Context: an optimization exercise on an open-source flow, tuned for small area and a short achievable clock period. The choices shown serve that exercise and are no tape-out recipe.
The RTL was checked by simulation tests, not by an equivalence proof against the original design.
Power figures rest on the tool's default switching activity, not on a simulated workload.

[flow/config.mk]
export PLATFORM = sky130hd
export DESIGN_NAME = tanh9slices
export DESIGN_NICKNAME = tanh9slices
export VERILOG_FILES = /design/flow/design.v
export SDC_FILE = /design/flow/constraint.sdc
export NUM_CORES = 4
export LEC_CHECK = 0
export CAP_MARGIN = 20
export CORE_MARGIN = 2
export CORE_UTILIZATION = 40
export SLEW_MARGIN = 20
[flow/constraint.sdc]
create_clock -name core_clock -period 8.0 [get_ports {clk}]
set_input_delay 1.6000 -clock core_clock [delete_from_list [all_inputs] [get_ports {clk}]]
set_output_delay 1.6000 -clock core_clock [all_outputs]
set_load 0.01 [all_outputs]
[flow/design.v]
`timescale 1ns / 1ps
module tanh9slices (
    input wire clk,
    input wire rst_n,
    input wire signed [15:0] x0_in,  
    input wire signed [15:0] x1_in,  
    input wire valid_in,
    output reg signed [15:0] y0_out,  
    output reg signed [15:0] y1_out,  
    output reg valid_out
);
    localparam signed [15:0] BP_0 = -16'sd6144;  
    localparam signed [15:0] BP_1 = -16'sd4779;  
    localparam signed [15:0] BP_2 = -16'sd3413;  
    localparam signed [15:0] BP_3 = -16'sd2048;  
    localparam signed [15:0] BP_4 = -16'sd683;  
    localparam signed [15:0] BP_5 = 16'sd683;  
    localparam signed [15:0] BP_6 = 16'sd2048;  
    localparam signed [15:0] BP_7 = 16'sd3413;  
    localparam signed [15:0] BP_8 = 16'sd4779;  
    localparam signed [15:0] BP_9 = 16'sd6144;  
    localparam signed [15:0] M_0 = 16'sd42;  
    localparam signed [15:0] M_1 = 16'sd154;  
    localparam signed [15:0] M_2 = 16'sd521;  
    localparam signed [15:0] M_3 = 16'sd1352;  
    localparam signed [15:0] M_4 = 16'sd1975;  
    localparam signed [15:0] M_5 = 16'sd1352;  
    localparam signed [15:0] M_6 = 16'sd521;  
    localparam signed [15:0] M_7 = 16'sd154;  
    localparam signed [15:0] M_8 = 16'sd42;  
    localparam signed [15:0] C_0 = -16'sd1912;  
    localparam signed [15:0] C_1 = -16'sd1650;  
    localparam signed [15:0] C_2 = -16'sd1039;  
    localparam signed [15:0] C_3 = -16'sd208;  
    localparam signed [15:0] C_4 = 16'sd0;  
    localparam signed [15:0] C_5 = 16'sd208;  
    localparam signed [15:0] C_6 = 16'sd1039;  
    localparam signed [15:0] C_7 = 16'sd1650;  
    localparam signed [15:0] C_8 = 16'sd1912;  
    localparam signed [15:0] SAT_LOW  = -16'sd2038;  
    localparam signed [15:0] SAT_HIGH = 16'sd2038;  
    reg s1_valid;
    reg signed [15:0] s1_x0, s1_x1;
    reg signed [15:0] s1_m0, s1_c0;
    reg signed [15:0] s1_m1, s1_c1;
    reg s1_sat_low0, s1_sat_high0;
    reg s1_sat_low1, s1_sat_high1;
    always @(posedge clk or negedge rst_n) begin
        if (!rst_n) begin
            s1_valid <= 0;
            s1_x0 <= 0; s1_x1 <= 0;
            s1_m0 <= 0; s1_c0 <= 0; s1_sat_low0 <= 0; s1_sat_high0 <= 0;
            s1_m1 <= 0; s1_c1 <= 0; s1_sat_low1 <= 0; s1_sat_high1 <= 0;
        end else begin
            s1_valid <= valid_in;
            s1_x0 <= x0_in;
            s1_x1 <= x1_in;
            if (x0_in < BP_0) begin
                s1_sat_low0 <= 1; s1_sat_high0 <= 0;  
                s1_m0 <= 0; s1_c0 <= 0;               
            end else if (x0_in >= BP_9) begin
                s1_sat_low0 <= 0; s1_sat_high0 <= 1;  
                s1_m0 <= 0; s1_c0 <= 0;               
            end else begin
                s1_sat_low0 <= 0; s1_sat_high0 <= 0;
                if (x0_in < BP_1) begin              
                    s1_m0 <= M_0; s1_c0 <= C_0;
                end else if (x0_in < BP_2) begin     
                    s1_m0 <= M_1; s1_c0 <= C_1;
                end else if (x0_in < BP_3) begin                        
                    s1_m0 <= M_2; s1_c0 <= C_2;
                end else if (x0_in < BP_4) begin
                    s1_m0 <= M_3; s1_c0 <= C_3;
                end else if (x0_in < BP_5) begin
                    s1_m0 <= M_4; s1_c0 <= C_4;
                end else if (x0_in < BP_6) begin
                    s1_m0 <= M_5; s1_c0 <= C_5;
                end else if (x0_in < BP_7) begin
                    s1_m0 <= M_6; s1_c0 <= C_6;
                end else if (x0_in < BP_8) begin
                    s1_m0 <= M_7; s1_c0 <= C_7;
                end else begin
                    s1_m0 <= M_8 ; s1_c0 <= C_8;
                end
            end
            if (x1_in < BP_0) begin
                s1_sat_low1 <= 1; s1_sat_high1 <= 0;
                s1_m1 <= 0; s1_c1 <= 0;
            end else if (x1_in >= BP_9) begin
                s1_sat_low1 <= 0; s1_sat_high1 <= 1;
                s1_m1 <= 0; s1_c1 <= 0;
            end else begin
                s1_sat_low1 <= 0; s1_sat_high1 <= 0;
                if (x1_in < BP_1) begin
                    s1_m1 <= M_0; s1_c1 <= C_0;
                end else if (x1_in < BP_2) begin
                    s1_m1 <= M_1; s1_c1 <= C_1;
                end else if (x1_in < BP_3) begin
                    s1_m1 <= M_2; s1_c1 <= C_2;
                end else if (x1_in < BP_4) begin
                    s1_m1 <= M_3; s1_c1 <= C_3;
                end else if (x1_in < BP_5) begin
                    s1_m1 <= M_4; s1_c1 <= C_4;
                end else if (x1_in < BP_6) begin
                    s1_m1 <= M_5; s1_c1 <= C_5;
                end else if (x1_in < BP_7) begin
                    s1_m1 <= M_6; s1_c1 <= C_6;
                end else if (x1_in < BP_8) begin
                    s1_m1 <= M_7; s1_c1 <= C_7;
                end else begin
                    s1_m1 <= M_8; s1_c1 <= C_8;
                end
            end
        end
    end
    reg s2_valid;
    reg signed [15:0] s2_y0, s2_y1;
    reg s2_sat_low0, s2_sat_high0;
    reg s2_sat_low1, s2_sat_high1;
    reg signed [31:0] mult_res0, mult_res1;
    always @(posedge clk or negedge rst_n) begin
        if (!rst_n) begin
            s2_valid <= 0;
            s2_y0 <= 0; s2_y1 <= 0;
            s2_sat_low0 <= 0; s2_sat_high0 <= 0;
            s2_sat_low1 <= 0; s2_sat_high1 <= 0;
        end else begin
            s2_valid <= s1_valid;
            s2_sat_low0 <= s1_sat_low0; s2_sat_high0 <= s1_sat_high0;
            s2_sat_low1 <= s1_sat_low1; s2_sat_high1 <= s1_sat_high1;
            mult_res0 = s1_m0 * s1_x0;
            s2_y0 <= (mult_res0 >>> 11) + s1_c0;
            mult_res1 = s1_m1 * s1_x1;
            s2_y1 <= (mult_res1 >>> 11) + s1_c1;
        end
    end
    always @(posedge clk or negedge rst_n) begin
        if (!rst_n) begin
            valid_out <= 0;
            y0_out <= 0; y1_out <= 0;
        end else begin
            valid_out <= s2_valid;
            if (s2_sat_low0)       y0_out <= SAT_LOW;
            else if (s2_sat_high0) y0_out <= SAT_HIGH;
            else                   y0_out <= s2_y0;
            if (s2_sat_low1)       y1_out <= SAT_LOW;
            else if (s2_sat_high1) y1_out <= SAT_HIGH;
            else                   y1_out <= s2_y1;
        end
    end
endmodule
[flow/run.sh]
#!/bin/bash
# synth_recipe.tcl (not shown) runs the flow's synth.tcl, then flattens the netlist and writes it again
# the make line also repeats each setting of config.mk as NAME=value (left out here)
make -C /OpenROAD-flow-scripts/flow DESIGN_CONFIG=/design/flow/config.mk WORK_HOME=/design/flow/orfs CLKGATE_MAP_FILE= SYNTH_SCRIPT=/design/flow/synth_recipe.tcl finish
==> run notes <==
-- placed cells by master, fill, tap and decap left out, drive strengths merged, types with 4 or more instances in the layout --
cell,count
inv,451
fa,300
nand2,207
ha,158
dfrtp,145
and2,90
nor2,87
clkdlybuf4s50,66
a21oi,56
xnor2,56
a21o,44
xor2,27
nor3,21
clkbuf,19
o21ai,18
o21a,15
o21bai,15
buf,15
and3,14
nand3,12
a211oi,11
a31oi,10
or3,9
a31o,8
nand2b,7
o211ai,6
or2,6
a2111oi,5
nor3b,4
o311ai,4
-- worst max path at each step --
stage / from / to / cells after the start
finish: s1_m0[7]$_DFF_PN0_ / s2_y0[15]$_DFF_PN0_ / 27
detailed placement: s1_m0[7]$_DFF_PN0_ / s2_y0[15]$_DFF_PN0_ / 27
global route: s1_m0[7]$_DFF_PN0_ / s2_y0[15]$_DFF_PN0_ / 27
CTS: s1_m0[7]$_DFF_PN0_ / s2_y0[15]$_DFF_PN0_ / 27
floorplan: s1_m0[7]$_DFF_PN0_ / s2_y0[15]$_DFF_PN0_ / 29
global placement: s1_m0[7]$_DFF_PN0_ / s2_y0[15]$_DFF_PN0_ / 27
-- cell families after synthesis --
| kind of cell | count (synthesis) | share of synthesized area |
|---|---|---|
| compound gates | 220 | 0.0867 |
| xor+xnor | 84 | 0.0425 |
| fa+ha+maj | 458 | 0.443 |
| buf+inv | 489 | 0.102 |
| flops | 145 | 0.202 |
| simple gates | 474 | 0.124 |
-- flip-flops by register name, indices dropped and copies added (netlist names), 8 cells and up --
name    flops
s1_x0      16
s1_x1      16
s2_y0      16
s2_y1      16
y0_out     16
y1_out     16
s1_c0      11
s1_c1      11
s1_m0       8
s1_m1       8
-- layout make-up --
cell class | instances | area [µm²]
fillers | 4279 | 24400
multi-input cells | 1236 | 12500
flip-flops and latches | 145 | 3640
inverters | 442 | 1660
repair buffers | 81 | 777
well taps | 592 | 741
clock buffers | 19 | 443
clock inverters | 13 | 118
-- metal layers --
layer  track usage  wire length (µm)  share of wire
met5             0                 8        0.00019
met2         0.324             21000           0.49
met3        0.0333              1810          0.043
met4        0.0555               997          0.023
met1         0.264             18800           0.44
-- power groups by stage --
| stage | Sequential, mW | Clock [mW] | Combinational, mW |
|---|---|---|---|
| global placement | 1.01 | 0 | 2.52 |
| detailed placement | 1.00 | 0 | 2.56 |
| finish | 0.993 | 0.771 | 2.56 |
| floorplan | 0.972 | 0 | 1.84 |
| global route | 1.01 | 0.815 | 2.90 |
| CTS | 0.994 | 0.787 | 2.59 |
-- stage by stage --
step / setup slack [ns] / power [mW] / instance area (µm²)
2_1_floorplan: 0.596 / 2.82 / 18000
3_3_place_gp: 0.257 / 3.52 / 19300
3_5_place_dp: 0.140 / 3.57 / 19300
4_1_cts: 0.0992 / 4.38 / 19900
5_1_grt: 0.0134 / 4.72 / 19900
6_report: 0.430 / 4.32 / 19900
-- worst max-delay path, cell delays in order (launching register included) --
cell and delay, ns:
sky130_fd_sc_hd__dfrtp_4 0.57, sky130_fd_sc_hd__nand2_1 0.17, sky130_fd_sc_hd__fa_1 0.55, sky130_fd_sc_hd__inv_1 0.05
sky130_fd_sc_hd__fa_1 0.47, sky130_fd_sc_hd__fa_1 0.53, sky130_fd_sc_hd__fa_1 0.56, sky130_fd_sc_hd__inv_1 0.06
sky130_fd_sc_hd__fa_1 0.52, sky130_fd_sc_hd__inv_1 0.04, sky130_fd_sc_hd__ha_1 0.34, sky130_fd_sc_hd__a21o_1 0.20
sky130_fd_sc_hd__a21o_1 0.21, sky130_fd_sc_hd__a211oi_1 0.24, sky130_fd_sc_hd__and3_1 0.26, sky130_fd_sc_hd__nor3b_1 0.10
sky130_fd_sc_hd__o21a_1 0.19, sky130_fd_sc_hd__nor2_1 0.12, sky130_fd_sc_hd__xnor2_1 0.15, sky130_fd_sc_hd__ha_1 0.31
sky130_fd_sc_hd__a21oi_1 0.16, sky130_fd_sc_hd__o21ai_0 0.09, sky130_fd_sc_hd__a31oi_1 0.23, sky130_fd_sc_hd__a21oi_2 0.12
sky130_fd_sc_hd__o211a_1 0.27, sky130_fd_sc_hd__nor3_2 0.27, sky130_fd_sc_hd__a2111oi_0 0.12, sky130_fd_sc_hd__or4b_1 0.52
==> run notes <==
The flow ran to the end and the layout has no timing, DRC or antenna violations. The proportion of layout cells with a drive suffix above 1 came out at 0.0362. The number of failing hold endpoints at the final stage is 0.

The hold buffer count at cts came out at 0. The post-route clock period utilization came out at 0.946. The number of sinks driven by the clock tree is 145. Setup total negative slack on the finished layout was measured at 0 ns. By instance count, the leading cell after synthesis is sky130_fd_sc_hd__inv_1. The core region is 44300 µm².

The endpoint identified for the worst register-to-register timing path is s2_y0[15]$_DFF_PN0_. Setup repair after global routing left no endpoint under its margin. The internal power component came out at 2.40 mW. The area growth from synthesis to layout came out at 10.6%.

The arrival time reported for the critical path endpoint is 7.89 ns. The number of nets in the layout is 2416. The HPWL after detailed placement came out at 35.8 mm. The width of the chip is 216 µm. When the netlist entered floorplanning its net count stood at 2363.

The I/O pin count came out at 68. The switching share of total power came out at 0.445. At the pin with the least slew margin, the transition time is 0.925 ns. The count of final max-slew check failures is 0. The distinct cell type count of the synthesized netlist is 71. The cell count of the worst hold path is 0. By area the synthesized netlist is led by sky130_fd_sc_hd__fa_1, sky130_fd_sc_hd__dfrtp_1, sky130_fd_sc_hd__ha_1.

The buffer levels on the longest clock path is 2. TritonCTS built the clock tree. The setup violation total in the final timing report came out at 0. The overall global routing resource usage is 0.195. The share of the synthesized area in the top cell type came out at 0.334. The yosys synthesis warning count came out at 1. The first global-routing pass estimated 71.9 mm of wire. The minimum clock period is 7.57 ns.

The average size of a mapped cell came out at 9.63 µm². The number of iterations in the first detailed-routing pass is 5. The worst hold path belongs to the class reg -> reg. Of the total power, registers draw 0.230. The final weighted congestion in routability-driven placement is 0.883. The number of gates resized after CTS was 0. The count of vias placed by the detailed router is 12600.

The post-synthesis cell area is 18000 µm². Max-cap violations in this run came to 0. The antenna diode count came out at 0. Among all flip-flop cells after synthesis, the most frequent one is sky130_fd_sc_hd__dfrtp_1. The worst pin sits at a relative slew slack of 0.383. The final standard cell count with taps included and fillers excluded came out at 2528. In the synthesized netlist the async set-or-reset flop fraction comes to 1.00. The maximum clock skew at final layout came out at 0.0107 ns. The count of nets left with antenna violations after detail routing is 0. The critical path is of the reg -> reg type. Hold is met by 0.351 ns. For this run, the share of the core covered by cells in the final layout is 0.449. The clock-pin slew reported for the worst setup and hold paths after clock tree synthesis came out at 0.07 ns. The number of antenna violations at the first check in global routing is 2. The final layout contains routed wiring with a total length of 42.6 mm.

Timing would allow up to 132 MHz. In the routed design, unresolved DRC markers number 0. The number of core rows came out at 77. The area of the die came out at 46700 µm². The maximum VDD drop is 0.218 mV. The number of buffers created by CTS came out at 17.

The startpoint identified for the worst hold timing path is s1_sat_low1$_DFF_PN0_. For this block, the initial DRC count from the detailed router was 710. The post-CTS repair timing setup buffer count came out at 0. The worst register-to-register path begins at s1_m0[7]$_DFF_PN0_. For hold timing, the worst endpoint is s2_sat_low1$_DFF_PN0_.

For the worst setup path, the data required time is 8.32 ns. The per-cell via count in the routed design came out at 4.97. The count of mapped cells out of synthesis came out at 1870. The final global-route overflow total came out at 0.

Of the total power, the clock network draws 0.178. The number of enable-type register cells in the synthesized netlist came out at 0. The areal power density over the cells came out at 217 nW/µm². The number of cells after detailed placement is 2496. Input and output buffers added on the ports amount to 67. The detailed-route wire length per cell came out at 16.8 µm. STA classifies the critical path startpoint as a flop. The tree is rooted in a sky130_fd_sc_hd__clkbuf_16. In this run the worst path has a maximum fanout of 20.

The cell type with the largest total area after synthesis is sky130_fd_sc_hd__fa_1. The largest net degree at the start of global routing is 74. After synthesis the netlist holds a flip-flop and latch count of 145. The part of the Yosys area used for sequential elements is 0.202. The H-tree was split into 4 levels. At the later pin of the worst-skew pair, clock insertion delay measures 0.45 ns.

The kind of end point of the critical path is a flop. The starting utilization of the core area came out at 0.406. The number of global-route vias before repair was 13700.

Of the total power, combinational logic draws 0.592. The setup check on the worst reg-to-reg path leaves a slack of 0.43 ns. The overall die height is 216 µm. The cell depth of the worst flop-to-flop path is 27. The static power due to leakage is 10.6 nW.

By count the netlist is led by sky130_fd_sc_hd__inv_1, sky130_fd_sc_hd__fa_1, sky130_fd_sc_hd__nand2_1. The switching component of the power came out at 1.92 mW.

==> what the ideal ports hide <==
No port has a modelled driver above. Below, the same layout with a new extraction and two added sets of constraints. Step 1 (the two cells are an assumption about what drives the block):
set clk [get_ports {clk}]
set_driving_cell -lib_cell sky130_fd_sc_hd__clkbuf_16 $clk
set_driving_cell -lib_cell sky130_fd_sc_hd__buf_2 [delete_from_list [all_inputs] $clk]
Step 2 also shifts input and output timing later by t, the mid clock arrival at the registers, as if the neighbouring blocks saw the same clock. Three values: ideal, step 1, step 2; two values: the first two.
t, ns: 0.495
setup slack, ns: 0.430 / 0.430 / 0.430
latest minus earliest clock arrival (ns): 0.015 / 0.015
slew at the worst register clock pin (ns): 0.07 / 0.07
After both steps setup and hold are still met in this run. For this run, drivers alone change the setup slack by 0.000 ns; drivers and shift together by 0.000 ns.
